Background: an optimization exercise with open tools, aiming at small area. Do not read the settings as production practice.
Only simulation tests tie the RTL to the original design; equivalence was not proved.
Power figures rest on the tool's default switching activity, not on a simulated workload.

[design.v]
module vga_driver(
	input clk,
	input rst_n,
	output reg [9:0] hc,
	output reg [9:0] vc,
	output reg blank,
	output reg vga_hsync,
	output reg vga_vsync
);
always @(posedge clk or negedge rst_n) begin
	if (~rst_n) begin
		hc <= 10'd0;
		vc <= 10'd0;
		blank <= 1'b1;
	end
	else begin
		if (hc == 10'd799) begin
			hc <= 10'd0;
			vc <= (vc == 10'd524) ? 10'd0 : vc + 10'd1;
		end
		else
			hc <= hc + 10'd1;
		blank <= (vc >= 10'd480) | (hc >= 10'd640);
	end
end
always @(posedge clk) begin
	vga_hsync <= ~(hc > 10'd656 && hc <= 10'd752);
	vga_vsync <= ~(vc >= 10'd490 && vc < 10'd492);
end
endmodule
module vga_display(
	input        blank,
	input  [9:0] hc,
	input  [9:0] vc,
	input  [1:0] status,
	input        die,
	input  [5:0] headx,
	input  [5:0] heady,
	input  [5:0] egg_x,
	input  [5:0] egg_y,
	input        body_here,
	input        score_char,
	output [3:0] vga_red,
	output [3:0] vga_green,
	output [3:0] vga_blue
);
wire [5:0] cx = hc[9:4];
wire [5:0] cy = vc[9:4];
wire vis = (hc != 10'd640);
wire wall = (cx == 6'd0) | (cx == 6'd36) | ((cy == 6'd0 || cy == 6'd29) && cx <= 6'd36);
wire head = (cx == headx) && (cy == heady);
wire egg = vis && (cx == egg_x) && (cy == egg_y);
reg [11:0] data;
always @(*) begin
	if (~status[1])
		data = 12'h349;
	else if (egg || score_char)
		data = 12'h000;
	else if (!vis)
		data = 12'hfff;
	else if (wall)
		data = 12'hf00;
	else if (head)
		data = die ? 12'h00f : 12'hfff;
	else if (body_here)
		data = die ? 12'h0f0 : 12'hfff;
	else
		data = 12'hfff;
end
wire [11:0] colour = blank ? 12'd0 : data;
assign vga_red = colour[11:8];
assign vga_green = colour[7:4];
assign vga_blue = colour[3:0];
endmodule
module key_filter(
	input  clk,
	input  rst_n,
	input  [4:0] BOTTOM,
	output [4:0] keys
);
reg [2:0] b_cnt;
reg [4:0] bottom_scan;
reg [4:0] bottom_scan_d0;
reg [4:0] bottom;
always @(posedge clk or negedge rst_n) begin
	if (~rst_n) begin
		b_cnt <= 3'd0;
		bottom_scan <= 5'b0;
	end
	else begin
		b_cnt <= b_cnt + 3'd1;
		if (b_cnt == 3'd7)
			bottom_scan <= BOTTOM;
	end
end
always @(posedge clk) begin
	bottom_scan_d0 <= bottom_scan;
	bottom <= (~bottom_scan_d0) & bottom_scan;
end
assign keys = bottom;
endmodule
module game_control(
	input clk,
	input rst_n,
	input hit,
	input key,
	output reg die,
	output reg [1:0] status
);
	localparam RESTART = 2'b00;
	localparam START = 2'b01;
	localparam PLAY = 2'b10;
	localparam DIE = 2'b11;
	reg [10:0] cnt;
	always @(posedge clk or negedge rst_n) begin
		if (~rst_n) begin
			status <= RESTART;
			cnt <= 11'd0;
			die <= 1'b1;
		end
		else begin
			case (status)
				RESTART: begin
					if (cnt <= 11'd20)
						cnt <= cnt + 11'd1;
					else begin
						status <= START;
						cnt <= 11'd0;
					end
				end
				START: begin
					if (key)
						status <= PLAY;
				end
				PLAY: begin
					if (hit)
						status <= DIE;
				end
				DIE: begin
					if (cnt <= 11'd2000) begin
						cnt <= cnt + 11'd1;
						if (cnt == 11'd250 || cnt == 11'd750 || cnt == 11'd1250)
							die <= 1'b0;
						else if (cnt == 11'd500 || cnt == 11'd1000 || cnt == 11'd1500)
							die <= 1'b1;
					end
					else if (key) begin
						die <= 1'b1;
						cnt <= 11'd0;
						status <= RESTART;
					end
				end
			endcase
		end
	end
endmodule
module snake_control #(
	parameter [7:0] CNT_MAX0 = 8'd140,
	parameter [7:0] CNT_MAX1 = 8'd100,
	parameter [7:0] CNT_MAX2 = 8'd60,
	parameter [7:0] CNT_MAX3 = 8'd20
)(
	input            clk,
	input            rst_n,
	input      [4:0] keys,       
	input      [1:0] SW,
	input            add,
	input      [1:0] status,
	input      [9:0] hc,
	input      [9:0] vc,
	output reg [5:0] headx,
	output reg [5:0] heady,
	output reg [6:0] score,
	output reg [3:0] tens,
	output reg [3:0] ones,
	output           body_here,
	output reg       hit
);
	localparam UP    = 2'd0;
	localparam DOWN  = 2'd1;
	localparam LEFT  = 2'd2;
	localparam RIGHT = 2'd3;
	localparam RESTART = 2'b00;
	localparam PLAY    = 2'b10;
	wire rs = (status == RESTART);
	wire play = (status == PLAY);
	function [11:0] fwd(input [11:0] p, input [1:0] d);
		case (d)
			UP:    fwd = {p[11:6], p[5:0] - 6'd1};
			DOWN:  fwd = {p[11:6], p[5:0] + 6'd1};
			LEFT:  fwd = {p[11:6] - 6'd1, p[5:0]};
			RIGHT: fwd = {p[11:6] + 6'd1, p[5:0]};
		endcase
	endfunction
	function [11:0] back(input [11:0] p, input [1:0] d);
		case (d)
			UP:    back = {p[11:6], p[5:0] + 6'd1};
			DOWN:  back = {p[11:6], p[5:0] - 6'd1};
			LEFT:  back = {p[11:6] + 6'd1, p[5:0]};
			RIGHT: back = {p[11:6] - 6'd1, p[5:0]};
		endcase
	endfunction
	reg stop;
	always @(posedge clk or negedge rst_n)
		if (~rst_n)
			stop <= 1'b0;
		else if (keys[0])
			stop <= ~stop;
	reg [1:0] dir;
	reg [1:0] ndir;
	always @(*) begin
		case (keys[4:1])
			4'b1000: ndir = (dir != DOWN)  ? UP    : dir;
			4'b0100: ndir = (dir != UP)    ? DOWN  : dir;
			4'b0010: ndir = (dir != RIGHT) ? LEFT  : dir;
			4'b0001: ndir = (dir != LEFT)  ? RIGHT : dir;
			default: ndir = dir;
		endcase
	end
	always @(posedge clk)
		if (rs)
			dir <= RIGHT;
		else if (play)
			dir <= ndir;
	reg [7:0] cnt_max;
	always @(*)
		case (SW)
			2'b00: cnt_max = CNT_MAX0;
			2'b01: cnt_max = CNT_MAX1;
			2'b10: cnt_max = CNT_MAX2;
			2'b11: cnt_max = CNT_MAX3;
		endcase
	reg [7:0] cnt;
	wire due = (cnt > cnt_max);
	wire [11:0] H = {headx, heady};
	wire wall_ahead = (dir == UP && heady == 6'd1) | (dir == DOWN && heady == 6'd28) |
	                  (dir == LEFT && headx == 6'd1) | (dir == RIGHT && headx == 6'd35);
	reg found;           
	wire step = play & due & ~stop;
	wire mv = step & ~wall_ahead & ~found;
	always @(posedge clk) begin
		if (rs) begin
			cnt <= 8'd0;
			hit <= 1'b0;
		end
		else if (play) begin
			cnt <= due ? 8'd0 : cnt + 8'd1;
			if (step & (wall_ahead | found))
				hit <= 1'b1;
		end
	end
	reg sat;             
	wire [6:0] N = sat ? 7'd100 : score + 7'd3;    
	reg [6:0] hist;      
	reg addstate;
	wire add_rise = ~rs & ~addstate & add;
	wire gr = add_rise & ~sat;
	always @(posedge clk) begin
		if (rs) begin
			score <= 7'd0;
			tens <= 4'd0;
			ones <= 4'd0;
			addstate <= 1'b0;
		end
		else if (~addstate) begin
			if (add) begin
				score <= score + 7'd1;
				addstate <= 1'b1;
				if (score == 7'd127) begin
					tens <= 4'd0;
					ones <= 4'd0;
				end
				else if (ones == 4'd9) begin
					ones <= 4'd0;
					tens <= (tens == 4'd9) ? 4'd0 : tens + 4'd1;
				end
				else
					ones <= ones + 4'd1;
			end
		end
		else if (~add)
			addstate <= 1'b0;
	end
	always @(posedge clk) begin
		if (rs) begin
			sat <= 1'b0;
			hist <= 7'd3;
		end
		else begin
			if (gr && score == 7'd96)
				sat <= 1'b1;
			if (mv && hist != 7'd100)
				hist <= hist + 7'd1;
		end
	end
	reg [197:0] D;
	wire [199:0] Dp = {2'b00, D};
	always @(posedge clk) begin
		if (rs)
			D[3:0] <= {RIGHT, RIGHT};
		else if (mv)
			D <= {D[195:0], dir};
	end
	wire [11:0] new_head = fwd(H, dir);
	always @(posedge clk) begin
		if (rs)
			{headx, heady} <= {6'd10, 6'd5};
		else if (mv)
			{headx, heady} <= new_head;
	end
	reg  [11:0] TP;
	wire le = (N <= hist);
	wire lt = (N < hist);
	wire [6:0] tidx = gr ? N - 7'd1 : N - 7'd2;
	wire [1:0] dt = Dp[{tidx, 1'b0} +: 2];
	wire [11:0] Tn = back(TP, dt);        
	always @(posedge clk) begin
		if (rs)
			TP <= {6'd8, 6'd5};
		else if (mv & ~gr)
			TP <= le ? fwd(TP, dt) : {6'd8, 6'd5};
		else if (gr & ~mv)
			TP <= Tn;
	end
	reg        busy, doM, u;
	reg [4:0]  g;
	reg [11:0] P;
	reg [5:0]  r;
	reg [35:1] M;
	wire [5:0] target = vc[9:4] + {5'd0, (vc[3:0] == 4'hf) && (hc >= 10'd640)};
	wire need_rb = (r != target);
	wire [6:0] B = {g, 2'b00} + {2'b00, g};
	wire [6:0] L1 = le ? N : hist;
	wire [7:0] diff = {1'b0, L1} - {1'b0, B};
	wire [7:0] diff2 = diff - {7'd0, le};
	wire done = diff[7] | (diff[6:0] <= 7'd5);
	wire [9:0] win = Dp[g * 10 +: 10];
	reg [11:0] Q [0:4];
	reg [4:0] en, en2;
	reg [35:1] wsetM;
	reg wfound, wtail;
	integer i, k;
	always @(*) begin
		Q[0] = P;
		for (i = 1; i < 5; i = i + 1)
			Q[i] = back(Q[i-1], win[2*(i-1) +: 2]);
		wsetM = 35'd0;
		wfound = 1'b0;
		wtail = 1'b0;
		for (i = 0; i < 5; i = i + 1) begin
			en[i]  = !diff[7] && (diff[6:0] > i) && !(g == 5'd0 && i == 0);
			en2[i] = en[i] && !diff2[7] && (diff2[6:0] > i);
			for (k = 1; k <= 35; k = k + 1)
				if (Q[i][11:6] == k && Q[i][5:0] == r && en[i])
					wsetM[k] = 1'b1;
			if (en[i] && Q[i] == H)
				wfound = 1'b1;
			if (en2[i] && Q[i] == TP)
				wtail = 1'b1;
		end
	end
	reg [35:1] hbit, tbit, nbit;
	always @(*) begin
		for (k = 1; k <= 35; k = k + 1) begin
			hbit[k] = (heady == r) && (headx == k);
			tbit[k] = (TP[5:0] == r) && (TP[11:6] == k);
			nbit[k] = lt && (Tn[5:0] == r) && (Tn[11:6] == k);
		end
	end
	wire [35:1] Mw = M | (doM ? wsetM : 35'd0);
	wire Tn_in_body = |(Mw & nbit);           
	wire gfound = gr && lt && (Tn == H);
	always @(posedge clk) begin
		if (rs) begin
			busy <= 1'b0;
			doM <= 1'b0;
			found <= 1'b0;
			u <= 1'b1;
			r <= target;
			M <= (target == 6'd5) ? (35'd1 << 8) | (35'd1 << 7) : 35'd0;
		end
		else if (mv) begin
			busy <= 1'b1;
			g <= 5'd0;
			P <= new_head;
			found <= 1'b0;
			u <= 1'b1;
			if (need_rb | (busy & doM)) begin
				doM <= 1'b1;
				r <= target;
				M <= 35'd0;
			end
			else begin
				doM <= 1'b0;
				M <= (M | hbit) & ~((~gr & le & u) ? tbit : 35'd0);
			end
		end
		else if (need_rb & ~busy) begin
			busy <= 1'b1;
			doM <= 1'b1;
			g <= 5'd0;
			P <= H;
			r <= target;
			M <= 35'd0;
			u <= 1'b1;
			found <= found | gfound;
		end
		else begin
			if (busy) begin
				g <= g + 5'd1;
				P <= back(Q[4], win[9:8]);
				if (done)
					busy <= 1'b0;
			end
			M <= Mw | (gr ? nbit : 35'd0);
			found <= found | gfound | (busy & wfound);
			if (gr)
				u <= ~Tn_in_body;
			else if (busy & wtail)
				u <= 1'b0;
		end
	end
	assign body_here = (hc[9:4] >= 6'd1 && hc[9:4] <= 6'd35) ? M[hc[9:4]] : 1'b0;
endmodule
module egg_fresh(
	input        clk,
	input        rst_n,
	input  [5:0] snake_x,
	input  [5:0] snake_y,
	output [5:0] egg_x,
	output [5:0] egg_y,
	output reg   add
);
reg [9:0] random_cnt;
reg [5:0] mh;
reg [4:0] mv;
reg [5:0] rand_h;
reg [4:0] rand_v;
always @(posedge clk or negedge rst_n) begin
	if (~rst_n) begin
		random_cnt <= 10'd0;
		mh <= 6'd1;
		mv <= 5'd1;
	end
	else begin
		random_cnt <= random_cnt + 10'd1;
		if (random_cnt[0]) begin
			if (random_cnt[9:1] == 9'd511) begin
				mh <= 6'd1;
				mv <= 5'd1;
			end
			else begin
				mh <= (mh == 6'd34) ? 6'd1 : mh + 6'd1;
				mv <= (mv == 5'd26) ? 5'd1 : mv + 5'd1;
			end
		end
	end
end
always @(posedge clk or negedge rst_n) begin
	if (~rst_n)
		add <= 1'b0;
	else
		add <= (snake_x == egg_x) && (snake_y == egg_y);
end
always @(posedge clk) begin
	if (~rst_n) begin
		rand_h <= 6'd18;
		rand_v <= 5'd14;
	end
	else if (add) begin
		rand_h <= mh;
		rand_v <= mv;
	end
end
assign egg_x = rand_h;
assign egg_y = {1'b0, rand_v};
endmodule
module score_display(
	input        clk,
	input  [3:0] tens,
	input  [3:0] ones,
	input  [9:0] hc,
	input  [9:0] vc,
	input        blank,
	output reg   score_char
);
reg  [1:0]   region;
always @(posedge clk) begin
	region[0] <= ~blank && vc[9:4] == 6'd1 && hc[9:3] == 7'd76;
	region[1] <= ~blank && vc[9:4] == 6'd1 && hc[9:3] == 7'd77;
end
wire [3:0] digit = region[0] ? tens : ones;
wire [2:0] col = hc[2:0] - 3'd1;
reg [7:0] rowbits;
always @(*) begin
	case ({digit, vc[3:0]})
		8'h03: rowbits = 8'h18;
		8'h04: rowbits = 8'h24;
		8'h05: rowbits = 8'h42;
		8'h06: rowbits = 8'h42;
		8'h07: rowbits = 8'h42;
		8'h08: rowbits = 8'h42;
		8'h09: rowbits = 8'h42;
		8'h0a: rowbits = 8'h42;
		8'h0b: rowbits = 8'h42;
		8'h0c: rowbits = 8'h24;
		8'h0d: rowbits = 8'h18;
		8'h13: rowbits = 8'h08;
		8'h14: rowbits = 8'h38;
		8'h15: rowbits = 8'h08;
		8'h16: rowbits = 8'h08;
		8'h17: rowbits = 8'h08;
		8'h18: rowbits = 8'h08;
		8'h19: rowbits = 8'h08;
		8'h1a: rowbits = 8'h08;
		8'h1b: rowbits = 8'h08;
		8'h1c: rowbits = 8'h08;
		8'h1d: rowbits = 8'h3e;
		8'h23: rowbits = 8'h3c;
		8'h24: rowbits = 8'h42;
		8'h25: rowbits = 8'h42;
		8'h26: rowbits = 8'h42;
		8'h27: rowbits = 8'h02;
		8'h28: rowbits = 8'h04;
		8'h29: rowbits = 8'h08;
		8'h2a: rowbits = 8'h10;
		8'h2b: rowbits = 8'h20;
		8'h2c: rowbits = 8'h42;
		8'h2d: rowbits = 8'h7e;
		8'h33: rowbits = 8'h3c;
		8'h34: rowbits = 8'h42;
		8'h35: rowbits = 8'h42;
		8'h36: rowbits = 8'h02;
		8'h37: rowbits = 8'h04;
		8'h38: rowbits = 8'h18;
		8'h39: rowbits = 8'h04;
		8'h3a: rowbits = 8'h02;
		8'h3b: rowbits = 8'h42;
		8'h3c: rowbits = 8'h42;
		8'h3d: rowbits = 8'h3c;
		8'h43: rowbits = 8'h04;
		8'h44: rowbits = 8'h0c;
		8'h45: rowbits = 8'h0c;
		8'h46: rowbits = 8'h14;
		8'h47: rowbits = 8'h24;
		8'h48: rowbits = 8'h24;
		8'h49: rowbits = 8'h44;
		8'h4a: rowbits = 8'h7f;
		8'h4b: rowbits = 8'h04;
		8'h4c: rowbits = 8'h04;
		8'h4d: rowbits = 8'h1f;
		8'h53: rowbits = 8'h7e;
		8'h54: rowbits = 8'h40;
		8'h55: rowbits = 8'h40;
		8'h56: rowbits = 8'h40;
		8'h57: rowbits = 8'h78;
		8'h58: rowbits = 8'h44;
		8'h59: rowbits = 8'h02;
		8'h5a: rowbits = 8'h02;
		8'h5b: rowbits = 8'h42;
		8'h5c: rowbits = 8'h44;
		8'h5d: rowbits = 8'h38;
		8'h63: rowbits = 8'h18;
		8'h64: rowbits = 8'h24;
		8'h65: rowbits = 8'h40;
		8'h66: rowbits = 8'h40;
		8'h67: rowbits = 8'h5c;
		8'h68: rowbits = 8'h62;
		8'h69: rowbits = 8'h42;
		8'h6a: rowbits = 8'h42;
		8'h6b: rowbits = 8'h42;
		8'h6c: rowbits = 8'h22;
		8'h6d: rowbits = 8'h1c;
		8'h73: rowbits = 8'h7e;
		8'h74: rowbits = 8'h42;
		8'h75: rowbits = 8'h04;
		8'h76: rowbits = 8'h04;
		8'h77: rowbits = 8'h08;
		8'h78: rowbits = 8'h08;
		8'h79: rowbits = 8'h10;
		8'h7a: rowbits = 8'h10;
		8'h7b: rowbits = 8'h10;
		8'h7c: rowbits = 8'h10;
		8'h7d: rowbits = 8'h10;
		8'h83: rowbits = 8'h3c;
		8'h84: rowbits = 8'h42;
		8'h85: rowbits = 8'h42;
		8'h86: rowbits = 8'h42;
		8'h87: rowbits = 8'h24;
		8'h88: rowbits = 8'h18;
		8'h89: rowbits = 8'h24;
		8'h8a: rowbits = 8'h42;
		8'h8b: rowbits = 8'h42;
		8'h8c: rowbits = 8'h42;
		8'h8d: rowbits = 8'h3c;
		8'h93: rowbits = 8'h38;
		8'h94: rowbits = 8'h44;
		8'h95: rowbits = 8'h42;
		8'h96: rowbits = 8'h42;
		8'h97: rowbits = 8'h42;
		8'h98: rowbits = 8'h46;
		8'h99: rowbits = 8'h3a;
		8'h9a: rowbits = 8'h02;
		8'h9b: rowbits = 8'h02;
		8'h9c: rowbits = 8'h24;
		8'h9d: rowbits = 8'h18;
		default: rowbits = 8'h00;
	endcase
end
always @(posedge clk)
	score_char <= (region[0] ^ region[1]) & rowbits[~col];
endmodule
module snake_vga(
	input clk,
	input rst_n,
	input [4:0] BOTTOM,
	input [1:0] SW,
	output [3:0] vga_red,
	output [3:0] vga_green,
	output [3:0] vga_blue,
	output vga_hsync,
	output vga_vsync,
	output [5:0] head_x,
	output [5:0] head_y,
	output [5:0] egg_x,
	output [5:0] egg_y,
	output [6:0] score,
	output [1:0] game_state
);
wire [9:0] hc, vc;
wire blank;
wire [4:0] keys;
wire [3:0] tens, ones;
wire die, hit, add, body_here, score_char;
vga_driver u_vga_driver(
	.clk		(clk),
	.rst_n		(rst_n),
	.hc			(hc),
	.vc			(vc),
	.blank		(blank),
	.vga_hsync	(vga_hsync),
	.vga_vsync	(vga_vsync)
);
key_filter u_key_filter(
	.clk		(clk),
	.rst_n		(rst_n),
	.BOTTOM		(BOTTOM),
	.keys		(keys)
);
game_control u_game_control(
	.clk		(clk),
	.rst_n		(rst_n),
	.hit		(hit),
	.key		(keys[0]),
	.die		(die),
	.status		(game_state)
);
snake_control u_snake_control(
	.clk		(clk),
	.rst_n		(rst_n),
	.keys		(keys),
	.SW			(SW),
	.add		(add),
	.status		(game_state),
	.hc			(hc),
	.vc			(vc),
	.headx		(head_x),
	.heady		(head_y),
	.score		(score),
	.tens		(tens),
	.ones		(ones),
	.body_here	(body_here),
	.hit		(hit)
);
egg_fresh u_egg_fresh(
	.clk		(clk),
	.rst_n		(rst_n),
	.snake_x	(head_x),
	.snake_y	(head_y),
	.egg_x		(egg_x),
	.egg_y		(egg_y),
	.add		(add)
);
score_display u_score_display(
	.clk		(clk),
	.tens		(tens),
	.ones		(ones),
	.hc			(hc),
	.vc			(vc),
	.blank		(blank),
	.score_char	(score_char)
);
vga_display u_vga_display(
	.blank		(blank),
	.hc			(hc),
	.vc			(vc),
	.status		(game_state),
	.die		(die),
	.headx		(head_x),
	.heady		(head_y),
	.egg_x		(egg_x),
	.egg_y		(egg_y),
	.body_here	(body_here),
	.score_char	(score_char),
	.vga_red	(vga_red),
	.vga_green	(vga_green),
	.vga_blue	(vga_blue)
);
endmodule
[flow/run.sh]
#!/bin/bash
# Layout flow: the standard layout (standard.sh) with these changes.
#  - Synthesis runs flow/area_synth.tcl, the standard flow's synthesis script with ABC's
#    technology mapping done by the area-oriented script flow/area.abc.
#  - ADDER_MAP_FILE is empty, so adders are left to ABC as plain logic
#    rather than mapped to half/full-adder cells.
#  - Port buffers use the smallest buffer, sky130_fd_sc_hd__buf_1.
#  - Clock tree synthesis builds the tree from sky130_fd_sc_hd__clkbuf_4
#    and inserts no dummy loads.
# The registers, their names and cells are those of the standard synthesis;
# floorplan, power grid, placement, clock tree and routing are standard.sh's.
# Each tool's log is under orfs/logs; make's own output is area_standard.log.
set -euo pipefail
W=$(pwd)
export AREA_ABC_SCRIPT="$W/flow/area.abc"
export ADDER_MAP_FILE=
export BUFFER_PORTS_ARGS="-buffer_cell sky130_fd_sc_hd__buf_1"
export CTS_ARGS="-sink_clustering_enable -repair_clock_nets -dont_use_dummy_load -buf_list sky130_fd_sc_hd__clkbuf_4"
grep -q "SYNTH_SCRIPT=" standard.sh
sed -E "s#SYNTH_SCRIPT=[^ ]+#SYNTH_SCRIPT=$W/flow/area_synth.tcl#" standard.sh > area_standard.sh
grep -q "SYNTH_SCRIPT=$W/flow/area_synth.tcl" area_standard.sh
bash area_standard.sh > area_standard.log 2>&1
test -s out/final.def
[flow/area.abc]
strash
balance -l
resub -K 6 -l
rewrite -l
resub -K 6 -N 2 -l
refactor -l
resub -K 8 -l
balance -l
resub -K 8 -N 2 -l
rewrite -l
resub -K 10 -l
rewrite -z -l
resub -K 10 -N 2 -l
balance -l
resub -K 12 -l
refactor -z -l
resub -K 12 -N 2 -l
rewrite -z -l
balance -l
dch
amap
mfs2
strash
dch
amap
mfs2
strash
dch
amap
topo
dnsize -c
[flow/area_synth.tcl]
# The standard flow's synthesis script (synth_recipe.tcl), with ABC's technology mapping
# run with an area-oriented script (flow/area.abc) in place of ORFS's own.
# Only ABC's mapping of the logic between registers changes: the registers,
# their names and their cells are those of the standard synthesis.
proc synth {args} { yosys synth -nofsm -noshare {*}$args }
proc abc {args} {
  set i [lsearch -exact $args -script]
  if { $i >= 0 } { lset args [expr {$i + 1}] $::env(AREA_ABC_SCRIPT) }
  yosys abc {*}$args
}
source $::env(SCRIPTS_DIR)/synth.tcl
# left out here: clear keep_hierarchy, flatten, clean up, hide names made inside functions, write 1_2_yosys.v
[standard.sh]
#!/bin/bash
# synth_recipe.tcl (not shown) runs the flow's synth.tcl, then flattens the netlist and writes it again
# the make line also repeats each setting of config.mk as NAME=value (left out here)
make -C /OpenROAD-flow-scripts/flow DESIGN_CONFIG=/design/flow/config.mk WORK_HOME=/design/flow/orfs CLKGATE_MAP_FILE= SYNTH_SCRIPT=/design/flow/synth_recipe.tcl "${@:-finish}"
[config.mk]
export PLATFORM = sky130hd
export DESIGN_NAME = snake_vga
export DESIGN_NICKNAME = snake_vga
export VERILOG_FILES = /design/flow/design.v
export SDC_FILE = /design/flow/constraint.sdc
export NUM_CORES = 4
export LEC_CHECK = 0
export ABC_AREA = 1
export CAP_MARGIN = 15
export CORE_MARGIN = 2
export CORE_UTILIZATION = 65
export CTS_BUF_LIST = sky130_fd_sc_hd__clkbuf_4
export GPL_TIMING_DRIVEN = 0
export SLEW_MARGIN = 15
[constraint.sdc]
create_clock -name core_clock -period 40.0 [get_ports {clk}]
set_input_delay 8.0000 -clock core_clock [delete_from_list [all_inputs] [get_ports {clk}]]
set_output_delay 8.0000 -clock core_clock [all_outputs]
set_load 0.01 [all_outputs]
==> results of run 1 <==
[registers in the layout, indices dropped and copies added (netlist names), 7 cells and up]
register / cells
u_snake_control.P: 12
u_snake_control.score: 7
u_snake_control.D: 198
u_snake_control.hist: 7
u_vga_driver.vc: 10
u_vga_driver.hc: 10
u_snake_control.cnt: 8
u_egg_fresh.random_cnt: 10
u_snake_control.TP: 12
u_game_control.cnt: 11
u_snake_control.M: 35
[worst max-delay path: cells and delay by family, from the launching register on]
kind                   cells  cell delay [ns]
buffers and inverters      8             3.57
and+or+nand+nor           14             3.81
DFF                        1             0.95
AOI/OAI and AO/OA         17             6.04
[report_power, final]
part           internal, mW  switching [mW]  total, mW
clock network         0.119           0.167      0.286
registers             0.468          0.0549      0.522
logic                 0.480            1.25       1.73
total                  1.07            1.48       2.54
[synthesized netlist by cell type, drive strengths merged (62+ instances only)]
master	instances
edfxtp	217
dfrtp	62
a21oi	199
or3	71
o21ai	237
dfxtp	128
nand3	67
nor3	81
a221oi	68
nand2	191
nand4	67
o221ai	78
nor2	688
o22ai	253
or2	78
clkinv	346
[worst min path at each step]
stage	endpoint	slack [ns]
after floorplan	u_key_filter.bottom_scan_d0[0]	0.35
after global placement	u_key_filter.bottom_scan_d0[2]	0.36
after detailed placement	u_key_filter.bottom_scan_d0[4]	0.37
after CTS	u_key_filter.bottom_scan_d0[4]	0.28
after global routing	u_key_filter.bottom_scan_d0[4]	0.29
final	u_key_filter.bottom_scan_d0[4]	0.28
[cell type report]
| type | instances | area [µm²] | area share, % |
|---|---|---|---|
| antenna | 2 | 5.005 | 0.01751 |
| buffer | 7 | 52.55 | 0.1839 |
| clock buffer | 106 | 795.8 | 2.784 |
| inverter | 346 | 1309 | 4.579 |
| multi-input combinational | 2572 | 14460 | 50.61 |
| sequential | 411 | 10740 | 37.56 |
| tap | 525 | 656.9 | 2.298 |
| timing repair buffer | 75 | 563.0 | 1.970 |
[placed cells by master (no fill, tap or decap), drive strengths merged, types with 9 or more instances in the layout]
master and count:
a21oi 199, dfxtp 128, o21a 49, a221o 10, o2111ai 16, a222oi 38, a211oi 40, nor4 48
nand4 67, nand3 67, edfxtp 217, o311ai 15, o211ai 12, dfrtp 62, o221ai 78, a2111oi 32
a32oi 12, o32ai 21, o31ai 9, and3 11, nor2 688, a31oi 37, nand2 191, or2 78
o21bai 15, a22oi 36, a22o 13, or3 71, a221oi 68, buf 82, clkinv 346, nor2b 17
o21ai 237, nor3 81, clkbuf 106, o22ai 253
[logic make-up (layout without fill, tap and decap cells)]
kind of cell,after synthesis,count (layout),share of synthesized area [%]
AO/OA/AOI/OAI,1233,1233,31.51
XOR/XNOR,1,1,0.03315
buffers and inverters,353,534,5.113
flip-flops,411,411,40.62
other,1,3,0.01419
AND/OR/NAND/NOR,1337,1337,22.71
[layer usage]
layer | vias up | track usage [%]
li1 | 13300 | -
met1 | 14330 | 65.05
met2 | 3410 | 73.52
met3 | 852 | 18.61
met4 | 2 | 27.00
met5 | - | 0
==> results.txt, run 1 <==
status=finished clean; DRC Markers=0; CP max stage delay=0.95 ns; Worst EP required=40.80 ns; DP Worst Slack=25.95 ns; CTS tree=yes; Synth Flop Type=edfxtp_1; initial antenna violation count=3; skew final=0.1469 ns; EDFF count, synth=217; # port buffers=54; DP Cell Count=3934; FF+latch count, synth=411; r2r worst-path depth=39; R2R Path End=u_snake_control.u; Design Area, Final=28580 µm²; Clock Latency Late Sink=0.90 ns; crit path capture type=flop; Max H-tree Level=3; hold_ws=0.2756 ns; FFs w/ async S/R, synth=16.06%; Die Y=205.6 µm; Die X=205.6 µm; Final Cycle Share=36.22%; Setup Buffers After CTS=0; Pwr Total=2.544 mW; dominant cells by area after synthesis=edfxtp_1 25%, nor2_1 9.8%, dfxtp_1 9.7%; worst slew pin tran=1.362 ns; drt total wl=108500 µm; worst hold path depth=0; Inserted Clock Buffers=106; # resized after CTS=0; Synth area leader=edfxtp_1; wl on met1=36350 µm; Yosys cell types=60; Avg Cell Area, Syn=7.922 µm²; clock slew at reported path FFs=0.07 ns; post-synthesis cell count=3336; critical path endpoint=u_snake_control.u; Lkg Pwr=8.164 nW; RSZ-0062 raised after global routing=no; Tot GR Track Use=50.39%; via count=31890; Mapped Area=26430 µm²; Post-Synthesis Net Count=3345; min-delay src=u_key_filter.bottom_scan[4]; TritonRoute pass-1 iters=20; max-slew violations=0; hold_buf cts=0; post-layout util=71.61%; met3 routed WL=19790 µm; Reg-to-Reg Start=u_snake_control.g[2]; Post-DRT Antenna Nets=0; Max transition margin=9.068%; TNS Setup=0 ns; DP HPWL=74920 µm; Fin. Hold Viols=0; max layer used=met5; reg2reg setup slack=25.51 ns; CP arrival=15.29 ns; die area=42290 µm²; WS Path Type=flop to flop; top cell type's share of synthesized area=24.66%; vias in the first global route=29670; pwr dens=89.00 nW/µm²; metal2 WL=44790 µm; min cycle time layout=14.49 ns; Initial Util=66.21%; max-cap viol count=0; Finished Layout Cells=4044; core area=39910 µm²; gpl congestion=1.071; Clock Tree Buf Depth=3; yosys warns=8; hold crit path type=flop to flop; GRT overflow=0; sequential-to-total area share from yosys stat=40.62%; Critical Path Start=u_snake_control.g[2]; clock sinks=411; biggest fanout along the worst timing path=18; startpoint types=flop; Crit-path slowest cell=edfxtp_1; global-route wire length before repair=164600 µm; area of placed instances=27750 µm²; vias per cell=7.886; setup violators final=0; num rows=73; largest net degree at the start of global routing=87; clk root buf=clkbuf_4; PnR worst setup slack=25.51 ns; Peak supply drop=98.25 µV; share of cells above drive strength 1=4.663%; DRT iter0 DRCs=7256; IO Pins=56; area grow syn2layout=8.153%; Fmax=69.01 MHz; WL per Instance=26.82 µm; nets@finish=3528; Filler cells=2996
==> run 2, diff against run 1 <==
--- a/design.v
+++ b/design.v
@@ -77,2 +77,3 @@
 	input  rst_n,
+	input  [2:0] phase,      
 	input  [4:0] BOTTOM,
@@ -80,3 +81,2 @@
 );
-reg [2:0] b_cnt;
 reg [4:0] bottom_scan;
@@ -85,11 +85,6 @@
 always @(posedge clk or negedge rst_n) begin
-	if (~rst_n) begin
-		b_cnt <= 3'd0;
+	if (~rst_n)
 		bottom_scan <= 5'b0;
-	end
-	else begin
-		b_cnt <= b_cnt + 3'd1;
-		if (b_cnt == 3'd7)
-			bottom_scan <= BOTTOM;
-	end
+	else if (phase == 3'd7)
+		bottom_scan <= BOTTOM;
 end
@@ -646,2 +641,3 @@
 	.rst_n		(rst_n),
+	.phase		(hc[2:0]),
 	.BOTTOM		(BOTTOM),
--- a/flow/run.sh
+++ b/flow/run.sh
@@ -3,3 +3,4 @@
 #  - Synthesis runs flow/area_synth.tcl, the standard flow's synthesis script with ABC's
-#    technology mapping done by the area-oriented script flow/area.abc.
+#    technology mapping done by the area-oriented script flow/area.abc
+#    (logic restructuring, a 90-second &deepsyn search, then area mapping).
 #  - ADDER_MAP_FILE is empty, so adders are left to ABC as plain logic
--- a/flow/area.abc
+++ b/flow/area.abc
@@ -19,2 +19,5 @@
 balance -l
+&get -n
+&deepsyn -T 90
+&put
 dch
==> run 2 against run 1 <==
Effect of this change: largest power group unchanged; final area decreased by 4.2%; critical path depth decreased by 2; sequential cell count decreased by 3; sequential power decreased by 4.4%; synthesized cell count decreased by 3.1%; highest routed layer unchanged; sequential share of layout area increased by 1.4 points; non-clock buffer count increased by 15; worst setup slack got worse by 0.74 ns; first-iteration DRC count decreased by 7.6%; still clean.
==> results.txt, run 2 <==
status=finished clean; reg2reg setup slack=24.77 ns (-0.74 ns); min-delay src=u_key_filter.bottom_scan[2]; WL per Instance=27.28 µm (+1.7%); Tot GR Track Use=51.37% (+0.98 points); worst min-delay path endpoint=u_key_filter.bottom_scan_d0[2]; Peak supply drop=62.64 µV (-36%); area of placed instances=26570 µm² (-4.2%); max-slew violations=0 (unchanged); Crit-path slowest cell=clkinv_1; core area=38560 µm² (-3.4%); CP arrival=15.91 ns (+0.62 ns); RSZ-0062 raised after global routing=no; CP dominant cell by count=nor2_1; Top reg by flops=u_snake_control.D; min cycle time layout=15.23 ns (+0.7364 ns); r2r worst-path depth=37 (-5.1%); via count=30550 (-4.2%); CP max stage delay=1.24 ns (+0.29 ns); hold_ws=0.3718 ns (+0.09623 ns); IO Pins=56 (unchanged); DP HPWL=77300 µm (+3.2%); area grow syn2layout=7.926%; initial antenna violation count=6 (+3); Clock Tree Buf Depth=3 (unchanged); num rows=72 (-1.4%); gpl congestion=1.153 (+7.7%); Synth Flop Type=edfxtp_1; CP top delay family=compound AO/OA/AOI/OAI gates; GRT overflow=0 (unchanged); Final Cycle Share=38.07% (+1.8 points); global-route wire length before repair=161500 µm (-1.9%); Die X=201.6 µm (-2.0%); most frequent cells in the layout=728 x nor2_1, 368 x clkinv_1, 266 x o22ai_1; Max H-tree Level=3 (unchanged); nets@finish=3439 (-2.5%); drt total wl=107800 µm (-0.64%); Fin. Hold Viols=0 (unchanged); DRT iter0 DRCs=6706 (-7.6%); most common cell after layout, fill and taps aside=nor2_1; Setup Buffers After CTS=0 (unchanged); Max transition margin=4.567% (-4.5 points); DP Cell Count=3841 (-2.4%); Yosys cell types=61 (+1.7%); hold crit path type=flop to flop; Synth area leader=edfxtp_1; # port buffers=54 (unchanged); vias in the first global route=28050 (-5.5%); clk root buf=clkbuf_4; hold_buf cts=0 (unchanged); yosys warns=8 (unchanged); share of cells above drive strength 1=4.755% (+0.092 points); largest registers=u_snake_control.D (198), u_snake_control.M (35); Fmax=65.68 MHz (-4.8%); Reg-to-Reg Start=u_snake_control.g[0]; Worst EP required=40.69 ns (-0.11 ns); Inserted Clock Buffers=104 (-1.9%); biggest fanout along the worst timing path=28 (+10); FF+latch count, synth=408 (-0.73%); TNS Setup=0 ns (unchanged); top cell type's share of synthesized area=25.69% (+1.0 points); TritonRoute pass-1 iters=22 (+10%); crit path capture type=flop; worst slew pin tran=1.430 ns (+0.06743 ns); CTS tree=yes; Initial Util=65.79% (-0.41 points); Finished Layout Cells=3951 (-2.3%); WS Path Type=flop to flop; clock sinks=408 (-0.73%); max-cap viol count=0 (unchanged); setup violators final=0 (unchanged); most common library cells after synthesis=735 x nor2_1, 368 x clkinv_1, 267 x o22ai_1, 217 x edfxtp_1, 214 x nand2_1; sequential-to-total area share from yosys stat=42.02% (+1.4 points); Die Y=201.6 µm (-2.0%); FFs w/ async S/R, synth=15.44% (-0.62 points); pwr dens=72.18 nW/µm² (-19%); post-synthesis cell count=3234 (-3.1%); R2R Path End=u_snake_control.u; Clock Latency Late Sink=0.89 ns (about the same); vias per cell=7.732 (-1.9%); EDFF count, synth=217 (unchanged); skew final=0.1629 ns (+0.01596 ns); Post-DRT Antenna Nets=0 (unchanged); clock slew at reported path FFs=0.07 ns (about the same); worst hold path depth=0 (unchanged); Avg Cell Area, Syn=7.844 µm² (-0.98%); Post-Synthesis Net Count=3243 (-3.0%); most common cell in the netlist=nor2_1; startpoint types=flop; die area=40620 µm² (-3.9%); # resized after CTS=0 (unchanged); Buffers & Inverters on Critical Path=7 (-1); largest net degree at the start of global routing=37 (-57%); Lkg Pwr=8.172 nW (+0.11%); Mapped Area=25370 µm² (-4.0%); Largest register FFs=198 (unchanged); Design Area, Final=27380 µm² (-4.2%); DRC Markers=0 (unchanged); dominant cells by area after synthesis=edfxtp_1 26%, nor2_1 11%, dfxtp_1 10%
run 2: cell count changes after synthesis, moves of 29 or more:
cell	delta
or2_0	-40
o21a_1	-39
o21ai_0	-36
nand4_1	-35
a21oi_1	-58
nor3_1	+39
o22a_1	+32
a221oi_1	-34
nor2_1	+47
or3_1	+29
run 2: worst max-delay path by stage:
stage                               from               endpoint  slack (ns)  cells after the start
finish              u_snake_control.g[0]      u_snake_control.u       24.77                     37
global route        u_snake_control.g[0]      u_snake_control.u       24.49                     37
CTS                 u_snake_control.g[0]      u_snake_control.u       25.89                     45
detailed placement  u_snake_control.g[0]      u_snake_control.u       25.89                     45
global placement                   SW[1]  u_snake_control.M[14]      -11.07                     12
floorplan                          SW[1]  u_snake_control.M[14]        4.72                     11
run 2: worst reg2reg max path, delay by kind of cell, from the launching register on:
family | cells | cell delay [ns]
DFF | 1 | 0.60
and+or+nand+nor | 16 | 4.66
buffers and inverters | 7 | 3.34
AOI/OAI and AO/OA | 14 | 6.51
run 2: power by group:
part / internal (mW) / switching, mW
combinational: 0.297 / 0.903
clock: 0.117 / 0.161
sequential: 0.460 / 0.0382
run 2: cells by family after synthesis:
logic type             share of synthesized area (%)
other                                        0.01478
flip-flops                                     42.02
AO/OA/AOI/OAI                                  27.29
AND/OR/NAND/NOR                                25.02
buffers and inverters                          5.652
run 2: stage by stage:
stage	util, %	total power [mW]	setup WS [ns]
after floorplan	-	1.260	4.719
after global placement	68.00	1.588	-11.07
after detailed placement	68.92	1.610	25.89
after CTS	70.94	1.878	25.89
after global routing	70.99	2.051	24.49
final	71.01	1.976	24.77
run 2: cell type report:
cell class	instances	area, µm²
Multi-Input combinational cell	2451	13340
Timing Repair Buffer	90	499.2
Buffer	7	52.55
Sequential cell	408	10660
Fill cell	3046	11180
Antenna cell	5	12.51
Inverter	368	1381
Tap cell	518	648.1
Clock buffer	104	780.7
run 2: per-layer routing:
layer	share of wire [%]	up-vias	track usage, %
met4	7.0	8	24.58
met3	20	891	23.34
li1	-	12670	-
met1	34	13590	66.81
met5	0.12	-	0.9524
met2	39	3386	72.62
==> run 3, diff against run 2 <==
--- a/flow/run.sh
+++ b/flow/run.sh
@@ -8,4 +8,5 @@
 #  - Port buffers use the smallest buffer, sky130_fd_sc_hd__buf_1.
-#  - Clock tree synthesis builds the tree from sky130_fd_sc_hd__clkbuf_4
-#    and inserts no dummy loads.
+#  - Clock tree synthesis builds the tree from sky130_fd_sc_hd__clkbuf_4,
+#    clusters up to 6 sinks (within 50 um) under each leaf buffer and
+#    inserts no dummy loads.
 # The registers, their names and cells are those of the standard synthesis;
@@ -18,3 +19,3 @@
 export BUFFER_PORTS_ARGS="-buffer_cell sky130_fd_sc_hd__buf_1"
-export CTS_ARGS="-sink_clustering_enable -repair_clock_nets -dont_use_dummy_load -buf_list sky130_fd_sc_hd__clkbuf_4"
+export CTS_ARGS="-sink_clustering_enable -repair_clock_nets -dont_use_dummy_load -buf_list sky130_fd_sc_hd__clkbuf_4 -sink_clustering_size 6 -sink_clustering_max_diameter 50"
 grep -q "SYNTH_SCRIPT=" standard.sh
--- a/config.mk
+++ b/config.mk
@@ -12,2 +12,4 @@
 export CTS_BUF_LIST = sky130_fd_sc_hd__clkbuf_4
+export CTS_CLUSTER_DIAMETER = 50
+export CTS_CLUSTER_SIZE = 6
 export GPL_TIMING_DRIVEN = 0
==> run 3 against run 2 <==
Effect of this change: still clean; utilization is 0.51 points lower; register-to-register slack better by 1.3 ns; routed wire length is 2.6% lower; clock skew is 0.026 ns lower; critical endpoint unchanged; highest routed layer unchanged.
==> results.txt, run 3 <==
worst slew pin tran=1.343 ns (-0.08656 ns); max-slew violations=0 (unchanged); Clock Power Share=12.3% (-1.8 points); net load switching power=1.115 mW (+1.2%); clock sinks=408 (unchanged); RSZ-0062 raised after global routing=no; DRT iter0 DRCs=6674 (-0.48%); Reg-to-Reg Start=u_game_control.status[1]; Int Power=865.8 µW (-0.96%); global-route wire length before repair=159500 µm (-1.2%); crit path capture type=flop; pwr dens=72.86 nW/µm² (+0.94%); die area=40550 µm² (-0.18%); yosys warns=8 (unchanged); clk root buf=clkbuf_4; Worst EP required=40.64 ns (-0.05 ns); largest net degree at the start of global routing=37 (unchanged); Peak supply drop=78.59 µV (+25%); Inserted Clock Buffers=80 (-23%); Post-DRT Antenna Nets=0 (unchanged); IO Pins=56 (unchanged); core area=38560 µm² (unchanged); Critical Path Start=u_game_control.status[1]; Fin. Hold Viols=0 (unchanged); num rows=72 (unchanged); most common library cells after synthesis=701 x nor2_1, 381 x clkinv_1, 281 x o22ai_1, 217 x edfxtp_1, 194 x nand2_1; Initial Util=65.67% (-0.12 points); max-cap viol count=0 (unchanged); drt total wl=105000 µm (-2.6%); FF+latch count, synth=408 (unchanged); largest registers=u_snake_control.D (198), u_snake_control.M (35); Synth area leader=edfxtp_1; EDFF count, synth=217 (unchanged); Max transition margin=10.35% (+5.8 points); gpl congestion=1.123 (-2.7%); TritonRoute pass-1 iters=11 (-50%); DRC Markers=0 (unchanged); Top reg by flops=u_snake_control.D; Design Area, Final=27180 µm² (-0.71%); skew final=0.1373 ns (-0.02554 ns); Final Cycle Share=34.88% (-3.2 points); Tot GR Track Use=50.48% (-0.89 points); via count=30030 (-1.7%); startpoint types=flop; CTS tree=yes; Die Y=201.4 µm (about the same); status=finished clean; part of the power in registers=25.2% (about the same); worst min-delay path endpoint=u_key_filter.bottom_scan_d0[2]; initial antenna violation count=1 (-5); FFs w/ async S/R, synth=15.44% (unchanged); worst hold path depth=0 (unchanged); sequential-to-total area share from yosys stat=42.10% (+0.079 points); nets@finish=3378 (-1.8%); biggest fanout along the worst timing path=27 (-3.6%); CP max stage delay=1.02 ns (-0.22 ns); top cell type's share of synthesized area=25.74% (+0.048 points); GRT overflow=0 (unchanged); r2r worst-path depth=34 (-8.1%); Clock Latency Late Sink=0.84 ns (-0.05 ns); dominant cells by area after synthesis=edfxtp_1 26%, nor2_1 10%, dfxtp_1 10%; Setup Buffers After CTS=0 (unchanged); Fmax=71.68 MHz (+9.1%); Yosys cell types=60 (-1.6%); WS Path Type=flop to flop; CP arrival=14.59 ns (-1.32 ns); area grow syn2layout=7.358%; min-delay src=u_key_filter.bottom_scan[2]; Largest register FFs=198 (unchanged); hold_buf cts=0 (unchanged); min cycle time layout=13.95 ns (-1.276 ns); CP dominant cell by count=clkinv_1; reg2reg setup slack=26.05 ns (+1.28 ns); hold crit path type=flop to flop; Gate power share=62.5% (+1.8 points); Lkg Pwr=7.913 nW (-3.2%); # port buffers=54 (unchanged); share of cells above drive strength 1=4.307% (-0.45 points); Post-Synthesis Net Count=3205 (-1.2%); setup violators final=0 (unchanged); R2R Path End=u_snake_control.u; vias per cell=7.724 (-0.11%); Mapped Area=25320 µm² (-0.19%); vias in the first global route=28030 (-0.053%); most common cell after layout, fill and taps aside=nor2_1; Avg Cell Area, Syn=7.923 µm² (+1.0%); Synth Flop Type=edfxtp_1; DP HPWL=76560 µm (-0.95%); most frequent cells in the layout=694 x nor2_1, 381 x clkinv_1, 279 x o22ai_1; post-synthesis cell count=3196 (-1.2%); # resized after CTS=0 (unchanged); WL per Instance=26.99 µm (-1.0%); Crit-path slowest cell=o21ai_2; hold_ws=0.3710 ns (-0.0008410 ns); Die X=201.4 µm (about the same); Net Sw Frac=56.29% (+0.52 points); area of placed instances=26550 µm² (about the same); clock slew at reported path FFs=0.08 ns (about the same); Max H-tree Level=3 (unchanged); most common cell in the netlist=nor2_1; Clock Tree Buf Depth=3 (unchanged)
## run 3: per-layer routing
metal	share of wire (%)	global-route usage, %	vias to the layer above	routed length (µm)
met5	0.10	0.1190	-	110
li1	-	-	12560	-
met4	7.2	25.37	6	7574
met1	34	65.85	13360	36060
met3	19	22.53	866	19870
met2	39	70.99	3244	41330
## run 3: critical path, delay by kind of cell, from the launching register on
family          cells  cell delay (ns)
simple gates       11             4.02
compound gates     12             4.70
flops               1             0.55
buf+inv            11             4.46
## run 3: cells by family after synthesis
| logic type | share of synthesized area, % |
|---|---|
| compound gates | 28.92 |
| simple gates | 23.08 |
| flops | 42.10 |
| buf+inv | 5.856 |
| other cells | 0.01481 |
| xor+xnor | 0.03460 |
## run 3: layout make-up
cell class	instances	area (µm²)
multi-input combinational	2400	13270
fill	3049	11370
sequential	408	10660
inverter	381	1430
tap	518	648.1
clock buffer	80	600.6
timing repair buffer	91	515.5
buffer	7	52.55
antenna	3	7.507
## run 3: worst max-delay path by stage
stage,to,slack [ns],cells after the start
2_1_floorplan,u_snake_control.r[0],3.99,9
3_3_place_gp,u_snake_control.M[33],-10.40,14
3_5_place_dp,u_snake_control.u,26.54,37
4_1_cts,u_snake_control.u,26.39,37
5_1_grt,u_snake_control.u,25.94,36
6_report,u_snake_control.u,26.05,34
## run 3: power groups by stage
| stage | clock network (mW) | logic, mW | registers, mW |
|---|---|---|---|
| floorplan | 0 | 0.802 | 0.489 |
| global placement | 0 | 1.11 | 0.501 |
| detailed placement | 0 | 1.14 | 0.504 |
| CTS | 0.239 | 1.15 | 0.495 |
| global route | 0.256 | 1.30 | 0.499 |
| finish | 0.244 | 1.24 | 0.500 |
## run 3: metrics by stage
step	instances	power, mW	TNS (ns)	util (%)	setup slack [ns]
4_1_cts	3884	1.883	0	70.41	26.39
5_1_grt	3886	2.057	0	70.49	25.94
3_5_place_dp	3804	1.649	0	68.85	26.54
6_report	3888	1.981	0	70.50	26.05
3_3_place_gp	3768	1.612	-902.09	67.88	-10.40
2_1_floorplan	3196	1.292	0	-	3.992

[port drivers added, routing unchanged]
In the flow no input, the clock included, has a driving cell. The finished layouts below were timed again as built, in two steps.
Step 1 (the two cells are an assumption about what drives the block):
set clk [get_ports {clk}]
set_driving_cell -lib_cell sky130_fd_sc_hd__clkbuf_16 $clk
set_driving_cell -lib_cell sky130_fd_sc_hd__buf_2 [delete_from_list [all_inputs] $clk]
Step 2 adds t to the input delays and takes it off the output delays; t is the mean of the earliest and latest rising clock arrival at the registers after step 1. Input paths then give back, and output paths get back, about the clock's delay inside the block.
a / b / c = ideal ports / drivers / drivers and shift; a / b = the first two.
run | t (ns) | slack for setup (ns) | latest minus earliest clock arrival (ns) | worst data-port slew with drivers (ns)
run 1 | 0.888 | 25.510 / 25.510 / 25.367 | 0.147 / 0.147 | 0.03
run 2 | 0.867 | 24.774 / 24.774 / 24.774 | 0.163 / 0.163 | 0.05
run 3 | 0.834 | 26.050 / 26.050 / 26.050 | 0.137 / 0.137 | 0.06
After both steps every run listed still meets setup and hold. For run 1, which loses most, drivers alone change the setup slack by 0.000 ns; drivers and shift together by -0.143 ns.
